Source: an optimization exercise on an open RTL-to-GDS flow (aim: small area). Production flows keep margins and buffers that such runs may drop. Where RTL was checked, it was by simulation tests only, not by an equivalence proof against the original. The RTL of runs 2 to 4 was laid out without a check of its function. Power and IR drop assume default switching activity.

## design/flow/config.mk

```make
export PLATFORM = sky130hd
export DESIGN_NAME = mops_40mhz
export DESIGN_NICKNAME = mops_40mhz
export VERILOG_FILES = /design/flow/design.v
export SDC_FILE = /design/flow/constraint.sdc
export NUM_CORES = 4
export LEC_CHECK = 0
export CAP_MARGIN = 20
export CORE_MARGIN = 2
export CORE_UTILIZATION = 45
export SLEW_MARGIN = 20
```

## design/flow/constraint.sdc

```tcl
create_clock -name core_clock -period 8.3 [get_ports {CLK120}]
set_input_delay 1.6600 -clock core_clock [delete_from_list [all_inputs] [get_ports {CLK120}]]
set_output_delay 1.6600 -clock core_clock [all_outputs]
set_load 0.01 [all_outputs]
```

## design/flow/design.v

```verilog
module integral_40mhz(
   input  [19:0] P,
   input         C2,
   input  [17:0] B,
   input  [11:0] X,
   input  [11:0] ADC,         
   input         DLY,
   input  [11:0] THRESHOLD,
   output [19:0] P_NEXT,
   output        C_NEXT,      
   output        C2_NEXT,     
   output reg [17:0] B_NEXT
   );
   wire        pneg = P[19];
   wire [19:0] ap  = (pneg | DLY) ? 20'd0 :
                     C2 ? {1'b0, THRESHOLD, 1'b0, 6'd0} : P;
   wire [19:0] dlt = {2'b00, X, 6'd0} - {2'b00, B};
   wire [19:0] app = ap + dlt;
   assign P_NEXT  = app[19] ? 20'd0 : (pneg ? app : app - 20'd32);
   assign C_NEXT  = ap[19:6] > {2'b00, THRESHOLD};
   assign C2_NEXT = ap[19:6] > {1'b0, THRESHOLD, 1'b0};
   wire [17:0] xl  = {ADC, 6'd0};
   wire [17:0] bp1 = B + 18'd64;
   wire [17:0] bph = B + 18'd32;
   wire [17:0] bm1 = B - 18'd64;
   wire [17:0] bmh = B - 18'd32;
   always @* begin
      if (xl > bp1)      B_NEXT = B + 18'd4;
      else if (xl > bph) B_NEXT = B + 18'd2;
      else if (xl > B)   B_NEXT = B + 18'd1;
      else if (xl < bm1) B_NEXT = B - 18'd4;
      else if (xl < bmh) B_NEXT = B - 18'd2;
      else if (xl < B)   B_NEXT = B - 18'd1;
      else               B_NEXT = B;
   end
endmodule
module mops_40mhz(
		  input [1:0] ENABLE40,
		  input CLK120,
		  input RST,
         	  input [12-1:0] ADC0,
		  input [12-1:0] ADC1,
		  input [12-1:0] ADC2,
                  input [12-1:0] MIN0,
                  input [12-1:0] MIN1,
                  input [12-1:0] MIN2,
                  input [12-1:0] MAX0,
                  input [12-1:0] MAX1,
                  input [12-1:0] MAX2,
		  input [2:0] TRIG_ENABLE,
	          input [6:0] OCCUPANCY,
                  input [11:0] INT,
                  input [3:0] OFS,
		  input [1:0] MULTIPLICITY,
   		  output reg TRIG
		  );
   wire ph0 = ENABLE40[0];
   wire ph1 = ENABLE40[1];
   wire ph2 = ~(ENABLE40[0] | ENABLE40[1]);
   localparam SW = 89;
   reg [SW-1:0] r0, r1, r2;
   wire [SW-1:0] s = r2;        
   reg          RST_D1, RST_D2;
   reg [11:0]   ADC_S0, ADC_S1;
   reg [3*120-1:0] WCHAIN;      
   reg [3*121-1:0]         ICHAIN;      
   reg [6:0]    WCNT;                   
   reg [6:0]    ICNT;                   
   reg          G, TN, TP;
   wire [11:0] xin  = ph0 ? ADC0 : ADC_S0;
   wire [11:0] mink = ph0 ? MIN0 : ph1 ? MIN1 : MIN2;
   wire [11:0] maxk = ph0 ? MAX0 : ph1 ? MAX1 : MAX2;
   wire        tek  = ph0 ? TRIG_ENABLE[0] : ph1 ? TRIG_ENABLE[1] : TRIG_ENABLE[2];
   wire        clr  = ph0 ? G : TN;
   wire        wb   = WCHAIN[3*120-1] & (WCNT == 7'd120);
   wire        dly  = ICHAIN[3*121-1] & (ICNT == 7'd121);
   wire        cprev = ICHAIN[2];
   wire        zap  = RST | (RST_D1 & ~ph0) | (RST_D2 & ph2);
   wire [11:0] sx  = s[11:0];
   wire [11:0] spv = s[23:12];
   wire [11:0] sw  = s[35:24];
   wire        sng = s[36];
   wire [3:0]  sv  = s[40:37];
   wire [12:0] ts  = {1'b0, sx} - {1'b0, spv};
   wire        negn = ts[12];
   wire        veto = (sv != 4'd0);
   wire [11:0] sp  = sng ? 12'd0 : sw;
   wire        inr = (sw <= maxk) && (sw > mink) && tek;
   reg [3:0] lg;
   integer   i;
   always @* begin
      lg = 4'd0;
      for (i = 1; i < 12; i = i + 1)
        if (sp[i]) lg = i;
   end
   wire [4:0] thofs = {1'b0, OFS} + 5'd3;
   wire [4:0] vdiff = {1'b0, lg} - thofs;
   wire [3:0] vcalc = ({1'b0, lg} > thofs) ? vdiff[3:0] : 4'd0;
   wire        pt_n = veto ? 1'b0 : (sng & inr);
   wire        ng_n = veto ? 1'b0 : negn;
   wire [11:0] w_n  = veto ? 12'd0 : (negn ? sp : sp + ts[11:0]);
   wire [3:0]  v_n  = veto ? sv - 4'd1 : (negn ? vcalc : 4'd0);
   wire [5:0]  soc = s[47:42];
   wire        spt = s[41];
   wire [5:0]  oc_n = clr ? 6'd0 :
                      (spt & ~wb) ? soc + 6'd1 :
                      (~spt & wb) ? soc - 6'd1 : soc;
   wire        sb_n = ({1'b0, soc} > OCCUPANCY) & cprev;
   wire [19:0] p_n;
   wire        c_n, c2_n;
   wire [17:0] b_n;
   integral_40mhz integ(.P(s[68:49]), .C2(s[70]), .B(s[88:71]), .X(sx),
                        .ADC(xin), .DLY(dly), .THRESHOLD(INT),
                        .P_NEXT(p_n), .C_NEXT(c_n), .C2_NEXT(c2_n),
                        .B_NEXT(b_n));
   wire [SW-1:0] s_n = {b_n, c2_n, c_n, p_n, sb_n, oc_n, pt_n, v_n, ng_n,
                        w_n, sx, xin};
   wire [1:0] sum = r0[48] + r1[48] + r2[48];
   always @(posedge CLK120) begin
      r0 <= zap ? {SW{1'b0}} : s_n;
      r1 <= r0;
      r2 <= r1;
      WCHAIN <= {WCHAIN[3*120-2:0], spt};
      ICHAIN <= {ICHAIN[3*121-2:0], s[69]};
      RST_D1 <= RST;
      RST_D2 <= RST_D1;
      ADC_S0 <= ph0 ? ADC1 : ADC_S1;
      ADC_S1 <= ADC2;
      if (RST | (ph2 & (RST_D1 | RST_D2 | TN)))
        WCNT <= 7'd0;
      else if (ph2 && WCNT != 7'd120)
        WCNT <= WCNT + 7'd1;
      if (RST | (ph2 & (RST_D1 | RST_D2)))
        ICNT <= 7'd0;
      else if (ph2 && ICNT != 7'd121)
        ICNT <= ICNT + 7'd1;
      if (RST) begin
         G <= 1'b0;
         TN <= 1'b0;
         TP <= 1'b0;
         TRIG <= 1'b0;
      end else if (ph0) begin
         G <= (sum >= MULTIPLICITY) && (MULTIPLICITY != 2'd0);
         TN <= G;
         TP <= TN;
         TRIG <= TN & ~TP;
      end
   end
endmodule
```

## design/flow/run.sh

```bash
#!/bin/bash
# synth_recipe.tcl (not shown) runs the flow's synth.tcl, then flattens the netlist and writes it again
# the make line also repeats each setting of config.mk as NAME=value (left out here)
make -C /OpenROAD-flow-scripts/flow DESIGN_CONFIG=/design/flow/config.mk WORK_HOME=/design/flow/orfs CLKGATE_MAP_FILE= SYNTH_SCRIPT=/design/flow/synth_recipe.tcl finish
```

==> flow_metrics.py, run 1 <==
metrics = {
    "route": {
        "drt-total-wl_mm": 61.7,
        "first_pass_iters": 5,
        "drt_first_iter_violations": 795,
        "detail-route-antenna-nets": 0,
        "drc": 0,
        "wl_per_cell_um": 16.8,
        "vias": 18200,
        "avgViaCountPerCell": 4.94,
    },
    "layout": {
        "antenna_cells": 0,
        "syn2layout_area_growth_pct": 18.0,
        "layout_commonest_cell": "dfxtp_1",
        "nNetsFinal": 3056,
        "drive_above_1_share": 0.0784,
        "fin_area_um2": 36700,
        "final_cell_mix": "dfxtp_1, ha_1, nor2_1",
        "stdcell_count": 3677,
    },
    "global_route": {
        "gr-usage-met3": 0.0355,
        "grt_max_degree": 42,
        "gr-usage-met2": 0.294,
        "grt_pass1_wl_mm": 98.9,
        "grt-busiest-layer": "met2",
        "grt_pass1_vias": 18500,
        "grt_use_met1": 0.228,
        "grt-ovfl-total": 0,
        "grt_use_total": 0.176,
        "antenna_found_initial": 0,
    },
    "power": {
        "internal_power_w": 0.00891,
        "power.leakage_nw": 15.1,
        "combPwrFrac": 0.229,
        "seqPwrFrac": 0.428,
        "switching_share": 0.293,
        "total_power_w": 0.0126,
        "peakVddDrop_mv": 0.207,
        "powerDensity_nw_per_um2": 344,
        "p_switching_w": 0.00369,
        "clock_power_share": 0.344,
    },
    "cts": {
        "clk_transition_reported_paths_ps": 60,
        "numCtsBuffers": 95,
        "clock_path_buffers": 3,
        "cts_resized": 0,
        "postCtsSetupBuffers": 0,
        "htree_levels": 3,
        "cts_tree": "built",
        "clock_sinks": 1034,
        "clockRootBuffer": "clkbuf_16",
        "cts_hold_buf": 0,
        "clk_latency_ps": 660,
    },
    "timing": {
        "setup_viol": 0,
        "relSlewSlack": 0.279,
        "rsz0062_at_grt": "no",
        "slew_viol_final": 0,
        "tns_ps": 0,
        "final.period_utilization": 0.708,
        "finalHoldViolations": 0,
        "finClkSkew_ps": 53.0,
        "fmaxAchievable_ghz": 0.170,
        "period_needed_ps": 5870,
        "worst_pin_slew_ps": 1060,
    },
    "floorplan": {
        "fp.dieW_um": 267,
        "start_util": 0.454,
        "io-pin-count": 141,
        "coreArea_um2": 68500,
        "placementRows": 96,
        "die_y_um": 267,
        "die-area_um2": 71200,
    },
    "place": {
        "dp_hpwl_mm": 43.1,
        "place_area_um2": 33400,
        "placed_cells": 3501,
        "portBuffers": 140,
        "place.gp.congestion": 0.882,
    },
    "setup_path": {
        "startpoint_type": "flip-flop",
        "critPathArrivalTime_ps": 6400,
        "critPathRequiredTime_ps": 8820,
        "cp-end-kind": "flip-flop",
        "worstSetupPathType": "flip-flop to flip-flop",
        "path_max_fanout": 10,
    },
    "synth": {
        "avgSynthCellArea_um2": 12.3,
        "synth_adder_area_share": 0.0818,
        "ys_ff_latch": 1034,
        "synthDistinctLibCells": 78,
        "synthMuxAreaShare": 0.0265,
        "syn-cell-area_um2": 31100,
        "synth_edf_count": 0,
        "async_reset_ff_frac": 0,
        "synth-simple-area-share": 0.0918,
        "synth_cells": 2524,
        "synth_ff_type": "dfxtp_1",
        "synth_warnings": 2,
        "synth_top_family_by_area": "simple AND/OR/NAND/NOR gates",
        "synth-xor-area-share": 0.0336,
        "synth_compound_area_frac": 0.0832,
        "syn_nets": 2864,
        "synth-seq-area-share": 0.666,
    },
    "run_status": {
        "status": "finished clean",
    },
    "job": {
        "drv_cap": 0,
    },
    "hold_path": {
        "min_path_type": "flip-flop to flip-flop",
    },
}
[per-stage QoR]
| stage | worst slack, ps | util | hold WS (ps) |
|---|---|---|---|
| 3_5_place_dp | 2240 | 0.488 | 312 |
| 2_1_floorplan | 3110 | - | 310 |
| 3_3_place_gp | 1890 | 0.488 | 310 |
| 4_1_cts | 2290 | 0.535 | 298 |
| 5_1_grt | 1930 | 0.535 | 305 |
| 6_report | 2430 | 0.535 | 296 |
[power groups by stage]
stage	Clock (W)	Combinational, W	Sequential, W
2_1_floorplan	0	0.00214	0.00542
3_3_place_gp	0	0.00283	0.00549
3_5_place_dp	0	0.00286	0.00550
4_1_cts	0.00446	0.00288	0.00539
5_1_grt	0.00467	0.00322	0.00542
6_report	0.00433	0.00288	0.00539
[worst max-delay path: stages, from the launching register on]
cell	delay, ps
dfxtp_1	420
inv_1	380
ha_1	350
nor4bb_1	800
a21oi_1	180
nor2b_1	160
o31a_1	190
ha_1	310
a21oi_1	410
o21ai_1	350
a221oi_1	360
o311ai_0	340
nor2_1	370
nand4_1	260
or4_1	550
a211oi_1	300
[sequential cells by signal (all words and copies together), names as in the netlist]
| signal | cells |
|---|---|
| ADC_S0 | 12 |
| ADC_S1 | 12 |
| G | 1 |
| ICHAIN | 363 |
| ICNT | 7 |
| RST_D1 | 1 |
| RST_D2 | 1 |
| TN | 1 |
| TP | 1 |
| TRIG | 1 |
| WCHAIN | 360 |
| WCNT | 7 |
| r0 | 89 |
| r1 | 89 |
| r2 | 89 |
[synthesized netlist by cell type, drive strengths merged (24+ instances only)]
| cell | count | share of area |
|---|---|---|
| xor2 | 24 | 0.0068 |
| nand3 | 53 | 0.0085 |
| ha | 195 | 0.079 |
| nor2b | 28 | 0.0059 |
| inv | 83 | 0.010 |
| a21o | 35 | 0.0085 |
| o21a | 28 | 0.0068 |
| a21oi | 114 | 0.018 |
| and3 | 25 | 0.0050 |
| a211oi | 25 | 0.0062 |
| nor3 | 51 | 0.0084 |
| dfxtp | 1034 | 0.67 |
| mux2i | 54 | 0.017 |
| xnor2 | 95 | 0.027 |
| nor2 | 156 | 0.019 |
| o21ai | 62 | 0.010 |
| nand2 | 97 | 0.012 |
| and2 | 33 | 0.0066 |
| clkbuf | 43 | 0.0052 |
| nand4 | 35 | 0.0070 |
| mux2 | 25 | 0.0091 |
[final cells by class]
cell class,instances,area (µm²)
well taps,882,1100
inverters,87,327
clock buffers,131,2670
repair buffers,147,1440
clock inverters,45,544
multi-input cells,1351,9860
fillers,5803,31800
flip-flops and latches,1034,20700
[routing by layer]
layer | share of wire | wire (µm)
met2 | 0.46 | 28600
met1 | 0.47 | 28800
met3 | 0.045 | 2770
met4 | 0.026 | 1610
met5 | 0 | 0
[cell families after synthesis]
group | Yosys count
multiplexers | 79
flip-flops | 1034
buffers and inverters | 139
AND/OR/NAND/NOR | 564
AO/OA/AOI/OAI | 389
adder cells (fa/ha/maj) | 200
XOR/XNOR | 119
[path summary, 6_finish.rpt]
| path | from | to | slack, ps | cells past startpoint |
|---|---|---|---|---|
| worst max-delay path | r2[72] | r0[67] | 2430 | 15 |
| worst min-delay path | ICHAIN[250] | ICHAIN[251] | 300 | 0 |
| worst max register to register | r2[72] | r0[67] | 2430 | 15 |
| worst min register to register | ICHAIN[250] | ICHAIN[251] | 300 | 0 |
==> run 2, diff against run 1 <==
--- a/design/flow/design.v
+++ b/design/flow/design.v
@@ -19,20 +19,37 @@
    assign P_NEXT  = app[19] ? 20'd0 : (pneg ? app : app - 20'd32);
    assign C_NEXT  = ap[19:6] > {2'b00, THRESHOLD};
    assign C2_NEXT = ap[19:6] > {1'b0, THRESHOLD, 1'b0};
-   wire [17:0] xl  = {ADC, 6'd0};
-   wire [17:0] bp1 = B + 18'd64;
-   wire [17:0] bph = B + 18'd32;
-   wire [17:0] bm1 = B - 18'd64;
-   wire [17:0] bmh = B - 18'd32;
+   wire [11:0] bh  = B[17:6];
+   wire        b5  = B[5];
+   wire        bl0 = (B[5:0] == 6'd0);
+   wire        bq0 = (B[4:0] == 5'd0);
+   wire [12:0] d   = {1'b0, ADC} - {1'b0, bh};
+   wire        dneg = d[12];
+   wire        dz  = (d == 13'd0);
+   wire        d1  = (d == 13'd1);
+   wire        dm1 = (d == 13'h1fff);
+   wire        dge1 = ~dneg & ~dz;
+   wire        dge2 = dge1 & ~d1;
+   wire        bhmax = (bh == 12'hfff);
+   wire        bhmin = (bh == 12'h000);
+   wire        xnz = (ADC != 12'd0);
+   wire gt1 = bhmax ? xnz : dge2;
+   wire gth = (bhmax & b5) ? xnz : (dge2 | (d1 & ~b5));
+   wire gt0 = dge1;
+   wire lt1 = bhmin ? ((ADC != 12'hfff) | ~bl0) : ((dneg & ~dm1) | (dm1 & ~bl0));
+   wire lth = (bhmin & ~b5) ? 1'b1 : (dneg | (dz & b5 & ~bq0));
+   wire lt0 = dneg | (dz & ~bl0);
+   reg [3:0] inc;
    always @* begin
-      if (xl > bp1)      B_NEXT = B + 18'd4;
-      else if (xl > bph) B_NEXT = B + 18'd2;
-      else if (xl > B)   B_NEXT = B + 18'd1;
-      else if (xl < bm1) B_NEXT = B - 18'd4;
-      else if (xl < bmh) B_NEXT = B - 18'd2;
-      else if (xl < B)   B_NEXT = B - 18'd1;
-      else               B_NEXT = B;
+      if (gt1)      inc = 4'd4;
+      else if (gth) inc = 4'd2;
+      else if (gt0) inc = 4'd1;
+      else if (lt1) inc = 4'hc;
+      else if (lth) inc = 4'he;
+      else if (lt0) inc = 4'hf;
+      else          inc = 4'd0;
    end
+   always @* B_NEXT = B + {{14{inc[3]}}, inc};
 endmodule
 module mops_40mhz(
 		  input [1:0] ENABLE40,
@@ -102,9 +119,8 @@
    wire [3:0]  v_n  = veto ? sv - 4'd1 : (negn ? vcalc : 4'd0);
    wire [5:0]  soc = s[47:42];
    wire        spt = s[41];
-   wire [5:0]  oc_n = clr ? 6'd0 :
-                      (spt & ~wb) ? soc + 6'd1 :
-                      (~spt & wb) ? soc - 6'd1 : soc;
+   wire        ocdn = ~spt & wb;
+   wire [5:0]  oc_n = clr ? 6'd0 : soc + {{5{ocdn}}, spt ^ wb};
    wire        sb_n = ({1'b0, soc} > OCCUPANCY) & cprev;
    wire [19:0] p_n;
    wire        c_n, c2_n;
--- a/design/flow/config.mk
+++ b/design/flow/config.mk
@@ -7,5 +7,6 @@
 export LEC_CHECK = 0
 export CAP_MARGIN = 20
 export CORE_MARGIN = 2
-export CORE_UTILIZATION = 45
+export CORE_UTILIZATION = 65
+export CTS_BUF_LIST = sky130_fd_sc_hd__clkbuf_8
 export SLEW_MARGIN = 20
==> run 2 against run 1 <==
Area after synthesis decreased by 5.6%. Non-clock buffer count is 1 lower. Core utilization is 24 points higher. Register-to-register slack worse by 380 ps. Total power up 1.7%. Worst hold slack better by 11 ps. Fmax shrank 19%. Largest cell class unchanged. Via count decreased by 8.6%. Largest power group unchanged. Final area is 5.9% lower. Worst setup slack worse by 1400 ps. Sequential share of layout area is 3.5 points higher. Clock skew is 27 ps lower.
==> flow_metrics.py, run 2 <==
metrics = {
    "cts": {
        "htree_levels": 4,
        "postCtsSetupBuffers": 0,
        "clockRootBuffer": "clkbuf_8",
        "clk_transition_reported_paths_ps": 60,
        "numCtsBuffers": 145,
        "cts_hold_buf": 0,
        "cts_tree": "built",
        "clock_path_buffers": 3,
        "cts_resized": 0,
        "clk_latency_ps": 790,
        "clock_sinks": 1034,
    },
    "setup_path": {
        "startpoint_type": "input port",
        "path_max_fanout": 4,
        "crit_start": "ADC0[0]",
        "cp_num_buf_inv": 3,
        "critPathArrivalTime_ps": 7990,
        "critical-path-slowest-cell": "or4b_2",
        "r2r_start": "ADC_S0[0]",
        "critPathMaxStageDelay_ps": 640,
        "cp_top_family": "compound AO/OA/AOI/OAI gates",
        "cp-end-kind": "flip-flop",
        "rr_worst_depth": 25,
        "worstSetupPathType": "input port to flip-flop",
        "reg2reg_to": "r0[87]",
        "r2r_setup_slack_ps": 2050,
        "critPathRequiredTime_ps": 9020,
    },
    "layout": {
        "syn2layout_area_growth_pct": 17.6,
        "top_regs": "ICHAIN x363, WCHAIN x360",
        "nNetsFinal": 2855,
        "final_cell_mix": "dfxtp_1, nor2_1, clkbuf_8",
        "fillers": 2592,
        "stdcell_count": 3256,
        "fin_area_um2": 34500,
        "top_register": "ICHAIN",
        "drive_above_1_share": 0.105,
        "layout_commonest_cell": "dfxtp_1",
        "largest_reg_flops": 363,
    },
    "global_route": {
        "grt_use_total": 0.239,
        "grt-ovfl-total": 0,
        "grt_max_degree": 51,
        "antenna_found_initial": 1,
        "grt_pass1_vias": 17400,
        "grt_pass1_wl_mm": 87.8,
    },
    "timing": {
        "finClkSkew_ps": 26.0,
        "setup_viol": 0,
        "slew_viol_final": 0,
        "fmaxAchievable_ghz": 0.138,
        "finalHoldViolations": 0,
        "layout_setup_ws_ps": 1030,
        "final.period_utilization": 0.876,
        "relSlewSlack": 0.354,
        "tns_ps": 0,
        "holdWs_ps": 307,
        "rsz0062_at_grt": "no",
        "worst_pin_slew_ps": 967,
        "period_needed_ps": 7270,
    },
    "route": {
        "wl_per_cell_um": 16.4,
        "avgViaCountPerCell": 5.10,
        "drt-total-wl_mm": 53.5,
        "drt_first_iter_violations": 891,
        "drc": 0,
        "vias": 16600,
        "first_pass_iters": 5,
        "detail-route-antenna-nets": 0,
    },
    "place": {
        "placed_cells": 2994,
        "dp_slack_ps": 330,
        "portBuffers": 140,
        "place_area_um2": 31400,
        "dp_hpwl_mm": 33.9,
        "place.gp.congestion": 0.842,
    },
    "synth": {
        "ys_ff_latch": 1034,
        "synth_cells": 2292,
        "avgSynthCellArea_um2": 12.8,
        "syn_nets": 2598,
        "async_reset_ff_frac": 0,
        "synthDistinctLibCells": 82,
        "synth_ff_type": "dfxtp_1",
        "synth_largest_area_cell": "dfxtp_1",
        "synth_top_area_frac": 0.706,
        "syn-cell-area_um2": 29300,
        "synth_edf_count": 0,
        "synth_most_common_cell": "dfxtp_1",
        "synth.area.top_cells": "dfxtp_1, ha_1, nor2_1",
        "netlist_top_cells_count": "dfxtp_1, nor2_1, ha_1",
        "synth_warnings": 2,
        "synth-seq-area-share": 0.706,
    },
    "hold_path": {
        "hold_depth": 0,
        "hold_start": "r1[26]",
        "min_to": "r2[26]",
        "min_path_type": "flip-flop to flip-flop",
    },
    "power": {
        "powerDensity_nw_per_um2": 372,
        "peakVddDrop_mv": 0.291,
        "power.leakage_nw": 14.7,
    },
    "job": {
        "drv_cap": 0,
    },
    "floorplan": {
        "fp.dieW_um": 216,
        "io-pin-count": 141,
        "die_y_um": 216,
        "start_util": 0.660,
        "coreArea_um2": 44400,
        "die-area_um2": 46800,
        "placementRows": 77,
    },
    "run_status": {
        "status": "finished clean",
    },
}
==> run 2: worst max path at each step <==
stage	end	slack [ps]	depth (start not counted)
floorplan	r0[87]	1110	26
detailed placement	r0[87]	330	26
global route	r0[87]	640	26
global placement	r0[87]	580	26
CTS	r0[87]	1170	26
finish	r0[87]	1030	26
==> run 2: metal layers <==
| metal | track usage | part of all wire |
|---|---|---|
| met5 | 0 | 0 |
| met4 | 0.110 | 0.029 |
| met3 | 0.0611 | 0.046 |
| met2 | 0.391 | 0.47 |
| met1 | 0.299 | 0.45 |
==> run 2: per-stage QoR <==
stage,utilization,power (W)
after detailed placement,0.706,0.00874
after CTS,0.776,0.0129
after floorplan,-,0.00799
after global placement,0.706,0.00863
after global routing,0.776,0.0135
final,0.777,0.0128
==> run 2: report_power, final <==
part / switching [W] / internal, W / total (W) / leakage, nW
clock: 0.00186 / 0.00223 / 0.00409 / 1.75
sequential: 0.000159 / 0.00528 / 0.00544 / 8.37
combinational: 0.00194 / 0.00135 / 0.00328 / 4.61
total: 0.00396 / 0.00886 / 0.0128 / 14.7
==> run 2: logic make-up (layout without fill, tap and decap cells) <==
family                   after synthesis  after routing  synth area share
multiplexers                          74             74            0.0259
XOR/XNOR                              93             93            0.0278
buffers and inverters                149            520            0.0192
adder cells (fa/ha/maj)              166            166            0.0729
other                                  0              1                 0
flip-flops                          1034           1034             0.706
AO/OA/AOI/OAI                        307            307            0.0690
AND/OR/NAND/NOR                      469            469            0.0796
==> run 2: layout make-up <==
type,count,area (µm²),share of cell area
flip-flops and latches,1034,20700,0.600
multi-input cells,1109,8070,0.234
clock buffers,183,2520,0.0730
repair buffers,146,1440,0.0417
well taps,592,741,0.0215
clock inverters,78,596,0.0173
inverters,113,424,0.0123
diodes,1,2.50,0.0000726
==> run 3, diff against run 2 <==
--- a/design/flow/design.v
+++ b/design/flow/design.v
@@ -17,8 +17,10 @@
    wire [19:0] dlt = {2'b00, X, 6'd0} - {2'b00, B};
    wire [19:0] app = ap + dlt;
    assign P_NEXT  = app[19] ? 20'd0 : (pneg ? app : app - 20'd32);
-   assign C_NEXT  = ap[19:6] > {2'b00, THRESHOLD};
-   assign C2_NEXT = ap[19:6] > {1'b0, THRESHOLD, 1'b0};
+   wire        selp  = ~(pneg | DLY) & ~C2;
+   wire        selt  = ~(pneg | DLY) & C2;
+   assign C_NEXT  = selp ? (P[18:6] > {1'b0, THRESHOLD}) : (selt & (THRESHOLD != 12'd0));
+   assign C2_NEXT = selp & (P[18:6] > {THRESHOLD, 1'b0});
    wire [11:0] bh  = B[17:6];
    wire        b5  = B[5];
    wire        bl0 = (B[5:0] == 6'd0);
@@ -84,13 +86,15 @@
    reg [6:0]    WCNT;                   
    reg [6:0]    ICNT;                   
    reg          G, TN, TP;
+   wire        wfull = (WCNT == 7'd85);
+   wire        ifull = (ICNT == 7'd42);
    wire [11:0] xin  = ph0 ? ADC0 : ADC_S0;
    wire [11:0] mink = ph0 ? MIN0 : ph1 ? MIN1 : MIN2;
    wire [11:0] maxk = ph0 ? MAX0 : ph1 ? MAX1 : MAX2;
    wire        tek  = ph0 ? TRIG_ENABLE[0] : ph1 ? TRIG_ENABLE[1] : TRIG_ENABLE[2];
    wire        clr  = ph0 ? G : TN;
-   wire        wb   = WCHAIN[3*120-1] & (WCNT == 7'd120);
-   wire        dly  = ICHAIN[3*121-1] & (ICNT == 7'd121);
+   wire        wb   = WCHAIN[3*120-1] & wfull;
+   wire        dly  = ICHAIN[3*121-1] & ifull;
    wire        cprev = ICHAIN[2];
    wire        zap  = RST | (RST_D1 & ~ph0) | (RST_D2 & ph2);
    wire [11:0] sx  = s[11:0];
@@ -144,12 +148,12 @@
       ADC_S1 <= ADC2;
       if (RST | (ph2 & (RST_D1 | RST_D2 | TN)))
         WCNT <= 7'd0;
-      else if (ph2 && WCNT != 7'd120)
-        WCNT <= WCNT + 7'd1;
+      else if (ph2 && !wfull)
+        WCNT <= {WCNT[5:0], ~(WCNT[6] ^ WCNT[5])};
       if (RST | (ph2 & (RST_D1 | RST_D2)))
         ICNT <= 7'd0;
-      else if (ph2 && ICNT != 7'd121)
-        ICNT <= ICNT + 7'd1;
+      else if (ph2 && !ifull)
+        ICNT <= {ICNT[5:0], ~(ICNT[6] ^ ICNT[5])};
       if (RST) begin
          G <= 1'b0;
          TN <= 1'b0;
==> design/flow/flow/run.sh (new file) <==
#!/bin/bash
# Standard layout, with the clock tree built from small buffers and no
# dummy loads, and the ports buffered with the smallest buffer.
set -euo pipefail
export CTS_ARGS="-sink_clustering_enable -repair_clock_nets -dont_use_dummy_load -buf_list sky130_fd_sc_hd__clkbuf_4 -sink_clustering_size 10 -sink_clustering_max_diameter 30"
export BUFFER_PORTS_ARGS="-buffer_cell sky130_fd_sc_hd__buf_1"
bash standard.sh > standard_flow.log 2>&1
==> design/flow/standard.sh (new file) <==
#!/bin/bash
# synth_recipe.tcl (not shown) runs the flow's synth.tcl, then flattens the netlist and writes it again
# the make line also repeats each setting of config.mk as NAME=value (left out here)
make -C /OpenROAD-flow-scripts/flow DESIGN_CONFIG=/design/flow/config.mk WORK_HOME=/design/flow/orfs CLKGATE_MAP_FILE= SYNTH_SCRIPT=/design/flow/synth_recipe.tcl "${@:-finish}"
--- a/design/flow/config.mk
+++ b/design/flow/config.mk
@@ -8,5 +8,4 @@
 export CAP_MARGIN = 20
 export CORE_MARGIN = 2
 export CORE_UTILIZATION = 65
-export CTS_BUF_LIST = sky130_fd_sc_hd__clkbuf_8
 export SLEW_MARGIN = 20
removed: design/flow/run.sh
==> run 3 against run 2 <==
Worst hold slack lost 67 ps. Sequential power about the same. Core utilization shrank 6.6 points. Via count fell by 4.3%. Clock skew is 79 ps higher. Non-clock buffer count unchanged. Sequential cell count unchanged. Sequential share of layout area increased by 5.9 points. Global-route usage shrank 2.8 points. First-iteration DRC count shrank 29%. Total power shrank 19%. Clock-buffer cell count decreased by 36.
==> flow_metrics.py, run 3 <==
metrics = {
    "global_route": {
        "antenna_found_initial": 2,
        "grt_pass1_vias": 16400,
        "grt_pass1_wl_mm": 78.2,
        "grt-ovfl-total": 0,
        "grt_use_total": 0.211,
        "grt_max_degree": 63,
    },
    "timing": {
        "finClkSkew_ps": 105,
        "slew_viol_final": 0,
        "final.period_utilization": 0.886,
        "fmaxAchievable_ghz": 0.136,
        "setup_viol": 0,
        "holdWs_ps": 240,
        "relSlewSlack": 0.357,
        "rsz0062_at_grt": "no",
        "tns_ps": 0,
        "period_needed_ps": 7360,
        "worst_pin_slew_ps": 956,
        "finalHoldViolations": 0,
    },
    "cts": {
        "cts_tree": "built",
        "htree_levels": 4,
        "clockRootBuffer": "clkbuf_4",
        "numCtsBuffers": 147,
        "cts_hold_buf": 0,
        "clk_latency_ps": 950,
        "cts_resized": 0,
        "postCtsSetupBuffers": 0,
        "clock_path_buffers": 3,
        "clock_sinks": 1034,
        "clk_transition_reported_paths_ps": 60,
    },
    "layout": {
        "largest_reg_flops": 363,
        "stdcell_count": 3115,
        "top_regs": "ICHAIN x363, WCHAIN x360",
        "ff_latch_area_um2": 20700,
        "nNetsFinal": 2823,
        "syn2layout_area_growth_pct": 7.94,
        "final_cell_mix": "dfxtp_1, nor2_1, ha_1",
        "fillers": 3127,
        "top_register": "ICHAIN",
        "drive_above_1_share": 0.0742,
        "layout_commonest_cell": "dfxtp_1",
        "multiInputGateArea_um2": 7900,
    },
    "route": {
        "wl_per_cell_um": 15.2,
        "drt-total-wl_mm": 47.3,
        "drc": 0,
        "vias": 15900,
        "first_pass_iters": 5,
        "drt_first_iter_violations": 633,
        "detail-route-antenna-nets": 0,
        "avgViaCountPerCell": 5.10,
    },
    "floorplan": {
        "die-area_um2": 46500,
        "coreArea_um2": 44200,
        "start_util": 0.658,
        "die_y_um": 216,
        "fp.dieW_um": 216,
        "io-pin-count": 141,
        "placementRows": 77,
    },
    "setup_path": {
        "r2r_setup_slack_ps": 1850,
        "worstSetupEndpoint": "r0[85]",
        "reg2reg_to": "r0[85]",
        "rr_worst_depth": 25,
        "startpoint_type": "input port",
        "cp-end-kind": "flip-flop",
        "critPathRequiredTime_ps": 9060,
        "path_max_fanout": 24,
        "worstSetupPathType": "input port to flip-flop",
        "crit_start": "ENABLE40[0]",
        "r2r_start": "ADC_S0[0]",
        "critPathArrivalTime_ps": 8120,
    },
    "synth": {
        "synth_edf_count": 0,
        "synth_ff_type": "dfxtp_1",
        "synthDistinctLibCells": 77,
        "ys_ff_latch": 1034,
        "avgSynthCellArea_um2": 12.9,
        "synth_largest_area_cell": "dfxtp_1",
        "synth-seq-area-share": 0.711,
        "syn_nets": 2559,
        "synth_warnings": 2,
        "syn-cell-area_um2": 29100,
        "synth_top_area_frac": 0.711,
        "netlist_top_cells_count": "dfxtp_1, nor2_1, ha_1",
        "async_reset_ff_frac": 0,
        "synth.area.top_cells": "dfxtp_1, ha_1, nor2_1",
        "synth_most_common_cell": "dfxtp_1",
        "synth_cells": 2257,
    },
    "place": {
        "dp_hpwl_mm": 32.4,
        "placed_cells": 2964,
        "place.gp.congestion": 0.903,
        "portBuffers": 140,
    },
    "power": {
        "power.leakage_nw": 13.3,
        "powerDensity_nw_per_um2": 329,
        "peakVddDrop_mv": 0.251,
        "total_power_w": 0.0103,
    },
    "job": {
        "drv_cap": 0,
    },
    "run_status": {
        "status": "finished clean",
    },
    "hold_path": {
        "min_path_type": "flip-flop to flip-flop",
    },
}
## run 3: per-stage QoR
step / util / setup slack, ps / instance area [µm²]
after floorplan: - / 1080 / 29100
after global placement: 0.685 / 387 / 30300
after detailed placement: 0.685 / 171 / 30300
after CTS: 0.710 / 1180 / 31400
after global routing: 0.711 / 245 / 31400
final: 0.711 / 945 / 31400
## run 3: cells by family after synthesis
| family | synth area share |
|---|---|
| buffers and inverters | 0.0177 |
| AOI/OAI and AO/OA | 0.0670 |
| xor gates and xnor gates | 0.0258 |
| muxes | 0.0274 |
| adders and majority gates | 0.0717 |
| DFF | 0.711 |
| and+or+nand+nor | 0.0793 |
## run 3: power breakdown
group          internal [W]  total, W  leakage [nW]  switching, W
logic               0.00112   0.00269          4.25       0.00157
clock network      0.000813   0.00222         0.676       0.00140
registers           0.00527   0.00543          8.37      0.000156
total               0.00721    0.0103          13.3       0.00313
## run 3: cell type report
type / instances / share of cell area
Sequential cell: 1034 / 0.659
Multi-Input combinational cell: 1086 / 0.251
Clock buffer: 147 / 0.0351
Tap cell: 592 / 0.0236
Timing Repair Buffer: 146 / 0.0183
Inverter: 106 / 0.0127
Antenna cell: 4 / 0.000319
## run 3: how the worst min path moves through the flow
stage                           start           to  slack (ps)  cells past startpoint
final                          r1[54]       r2[54]         240                      0
after global routing      ICHAIN[207]  ICHAIN[208]         210                      0
after CTS                 ICHAIN[207]  ICHAIN[208]         210                      0
after detailed placement  ICHAIN[259]  ICHAIN[260]         310                      0
after global placement         r0[44]       r1[44]         310                      0
after floorplan                r2[69]    ICHAIN[0]         310                      0
## run 3: metal layers
| metal | global-route usage | routed length, µm | vias to the layer above |
|---|---|---|---|
| li1 | - | - | 8102 |
| met1 | 0.278 | 22700 | 7307 |
| met2 | 0.326 | 20800 | 359 |
| met3 | 0.0540 | 2250 | 130 |
| met4 | 0.106 | 1490 | 0 |
| met5 | 0 | 0 | - |
## run 3: worst max-delay path: stages
cell and delay (ps):
clkbuf_4 320, mux2i_1 460, ha_1 240, inv_1 50
fa_1 430, a211oi_1 500, o21ai_0 170, a311o_1 400
a2111o_1 330, nor4_1 370, nand4_1 290, mux2i_1 220
nor2_1 140, o21ba_1 140, ha_1 170, inv_1 60
fa_1 390, nor2b_1 190, o21ai_0 130, a21oi_1 190
o21ai_0 120, a21boi_0 410, o2111a_1 280, o311ai_0 170
a21oi_1 190, nor3b_1 60
==> run 4, diff against run 3 <==
==> design/flow/flow/run.sh (replaced) <==
#!/bin/bash
# Standard layout, with the clock tree built from small buffers and no
# dummy loads, and the ports buffered with the smallest buffer.
set -euo pipefail
export CTS_ARGS="-sink_clustering_enable -repair_clock_nets -dont_use_dummy_load -buf_list sky130_fd_sc_hd__clkbuf_8 -sink_clustering_size 18 -sink_clustering_max_diameter 40"
export BUFFER_PORTS_ARGS="-buffer_cell sky130_fd_sc_hd__buf_1"
bash standard.sh > standard_flow.log 2>&1
==> run 4 against run 3 <==
Still clean on timing, DRC and antenna. Sequential cell count stayed put. Worst hold slack better by 3.3 ps. Routed wire length is 0.36% lower. Sequential power hardly changed. Cell count is 1.8% lower.
==> flow_metrics.py, run 4 <==
metrics = {
    "synth": {
        "avgSynthCellArea_um2": 12.9,
        "syn_nets": 2559,
        "synth.area.top_cells": "dfxtp_1, ha_1, nor2_1",
        "syn-cell-area_um2": 29100,
        "synthDistinctLibCells": 77,
        "synth_edf_count": 0,
        "synth_ff_type": "dfxtp_1",
        "synth_most_common_cell": "dfxtp_1",
        "synth_warnings": 2,
        "synth_largest_area_cell": "dfxtp_1",
        "synth-seq-area-share": 0.711,
        "synth_top_area_frac": 0.711,
        "ys_ff_latch": 1034,
        "async_reset_ff_frac": 0,
        "netlist_top_cells_count": "dfxtp_1, nor2_1, ha_1",
        "synth_cells": 2257,
    },
    "global_route": {
        "grt_pass1_wl_mm": 77.3,
        "grt_pass1_vias": 16000,
        "grt_max_degree": 63,
        "grt_use_total": 0.207,
        "antenna_found_initial": 0,
        "grt-ovfl-total": 0,
    },
    "hold_path": {
        "min_path_type": "flip-flop to flip-flop",
        "hold_depth": 0,
    },
    "place": {
        "dp_hpwl_mm": 32.4,
        "place.gp.congestion": 0.903,
        "place_area_um2": 30300,
        "portBuffers": 140,
    },
    "timing": {
        "rsz0062_at_grt": "no",
        "setup_viol": 0,
        "finalHoldViolations": 0,
        "finClkSkew_ps": 97.9,
        "relSlewSlack": 0.372,
        "fmaxAchievable_ghz": 0.133,
        "tns_ps": 0,
        "holdWs_ps": 243,
        "final.period_utilization": 0.909,
        "worst_pin_slew_ps": 934,
        "slew_viol_final": 0,
        "period_needed_ps": 7550,
    },
    "layout": {
        "drive_above_1_share": 0.0543,
        "top_regs": "ICHAIN x363, WCHAIN x360",
        "layout_commonest_cell": "dfxtp_1",
        "nNetsFinal": 2770,
        "antenna_cells": 0,
        "fin_area_um2": 31600,
        "fillers": 3038,
        "post-route-util": 0.715,
        "largest_reg_flops": 363,
        "syn2layout_area_growth_pct": 8.57,
        "top_register": "ICHAIN",
        "final_cell_mix": "dfxtp_1, nor2_1, ha_1",
    },
    "setup_path": {
        "path_max_fanout": 24,
        "cp-end-kind": "flip-flop",
        "critPathArrivalTime_ps": 8040,
        "rr_worst_depth": 25,
        "critPathRequiredTime_ps": 8800,
        "worstSetupPathType": "input port to flip-flop",
        "startpoint_type": "input port",
    },
    "power": {
        "p_switching_w": 0.00311,
        "internal_power_w": 0.00740,
        "power.leakage_nw": 13.3,
        "total_power_w": 0.0105,
        "combPwrFrac": 0.255,
        "switching_share": 0.296,
        "peakVddDrop_mv": 0.238,
        "clock_power_share": 0.229,
        "seqPwrFrac": 0.516,
        "powerDensity_nw_per_um2": 333,
    },
    "route": {
        "drc": 0,
        "avgViaCountPerCell": 5.12,
        "detail-route-antenna-nets": 0,
        "first_pass_iters": 5,
        "vias": 15600,
        "wl_per_cell_um": 15.4,
        "drt_first_iter_violations": 696,
        "drt-total-wl_mm": 47.1,
    },
    "floorplan": {
        "io-pin-count": 141,
        "coreArea_um2": 44200,
        "die_y_um": 216,
        "fp.dieW_um": 216,
        "start_util": 0.658,
        "die-area_um2": 46500,
        "placementRows": 77,
    },
    "cts": {
        "htree_levels": 3,
        "numCtsBuffers": 94,
        "clock_sinks": 1034,
        "clockRootBuffer": "clkbuf_8",
        "clk_transition_reported_paths_ps": 100,
        "clk_latency_ps": 690,
        "cts_tree": "built",
        "postCtsSetupBuffers": 0,
        "cts_hold_buf": 0,
        "clock_path_buffers": 3,
    },
    "run_status": {
        "status": "finished clean",
    },
    "job": {
        "drv_cap": 0,
    },
}
## run 4: cell counts after synthesis
Identical to the previous run, type by type.
## run 4: per-stage QoR
stage | cells | setup WS [ps]
after detailed placement | 2964 | 171
after global routing | 3058 | 71.8
after floorplan | 2257 | 1080
after CTS | 3058 | 869
final | 3058 | 753
after global placement | 2964 | 387
## run 4: layout make-up
class	instances	area [µm²]	share of cell area
multi-input cells	1086	7900	0.250
repair buffers	146	576	0.0182
clock buffers	94	1290	0.0409
inverters	106	398	0.0126
flip-flops and latches	1034	20700	0.655
well taps	592	741	0.0234
## run 4: path summary, 6_finish.rpt
path / from / end / slack (ps)
setup / recovery: ENABLE40[0] / r0[85] / 750
hold / removal: r1[7] / r2[7] / 240
setup reg to reg: ADC_S0[0] / r0[85] / 1890
hold reg to reg: r1[7] / r2[7] / 240
## run 4: cells by family (layout without fill, tap and decap cells)
| kind of cell | count (synthesis) | count (layout) | synth area share |
|---|---|---|---|
| adders and majority gates | 162 | 162 | 0.0717 |
| DFF | 1034 | 1034 | 0.711 |
| buffers and inverters | 137 | 346 | 0.0177 |
| muxes | 78 | 78 | 0.0274 |
| and+or+nand+nor | 461 | 461 | 0.0793 |
| xor gates and xnor gates | 84 | 84 | 0.0258 |
| AOI/OAI and AO/OA | 301 | 301 | 0.0670 |
## run 4: power by group through the flow
stage                     Combinational (W)  Sequential (W)  Clock (W)
after floorplan                     0.00210         0.00546          0
after global placement              0.00256         0.00553          0
after detailed placement            0.00265         0.00554          0
after CTS                           0.00267         0.00543    0.00250
after global routing                0.00301         0.00546    0.00268
final                               0.00268         0.00543    0.00241
## run 4: worst max-delay path, cell delays in order
cell	delay, ps
clkbuf_4	330
mux2i_1	460
ha_1	240
inv_1	50
fa_1	430
a211oi_1	500
o21ai_0	170
a311o_1	410
a2111o_1	340
nor4_1	290
nand4_1	270
mux2i_1	210
nor2_1	140
o21ba_1	140
ha_1	170
inv_1	60
fa_1	390
nor2b_1	190
o21ai_0	130
a21oi_1	190
o21ai_0	120
a21boi_0	410
o2111a_1	270
o311ai_0	170
a21oi_1	190
nor3b_1	60
## run 4: routing by layer
metal,GRT usage,vias up,routed length (µm),part of all wire
met1,0.279,7249,22800,0.48
met2,0.324,327,20700,0.44
met5,0,-,0,0
li1,-,7954,-,-
met4,0.0959,0,1530,0.032
met3,0.0396,116,2040,0.043
## run 4: what timing repair did
| item | 4_1_cts | 5_1_grt |
|---|---|---|
| endpoints found under the hold margin | 0 | 0 |
| endpoints found under the setup margin | 0 | 1 |
| resized for setup | 0 | 1 |

## separate check: timing with driven ports
How much do the figures lean on ideal ports? The routed layouts below were timed once more, with nothing changed but the port constraints.
Step 1: set_driving_cell puts a clkbuf_16 on CLK120 and a buf_2 on each other input, an assumption about the parent block.
Step 2, shift: input delay + t, output delay - t, t = (earliest + latest rising clock arrival at the registers) / 2. This alone moves slack from input paths to output paths.
Slacks: no drivers / after step 1 / after step 2; pairs: no drivers / after step 1.
| run | t (ns) | slack for setup (ns) | worst setup path at the end | clock arrival spread, ns | pins driven straight from the clock port |
|---|---|---|---|---|---|
| run 1 | 0.697 | 2.427 / 2.427 / 2.184 | input to register | 0.055 / 0.055 | 1 |
| run 2 | 0.827 | 1.030 / 1.060 / 0.234 | input to register | 0.029 / 0.029 | 1 |
| run 3 | 0.951 | 0.945 / 0.971 / 0.021 | input to register | 0.115 / 0.115 | 1 |
| run 4 | 0.689 | 0.753 / 0.780 / 0.091 | input to register | 0.099 / 0.099 | 1 |
After both steps every run listed still meets setup and hold. For run 3, which loses most, drivers alone change the setup slack by +0.026 ns; drivers and shift together by -0.924 ns.
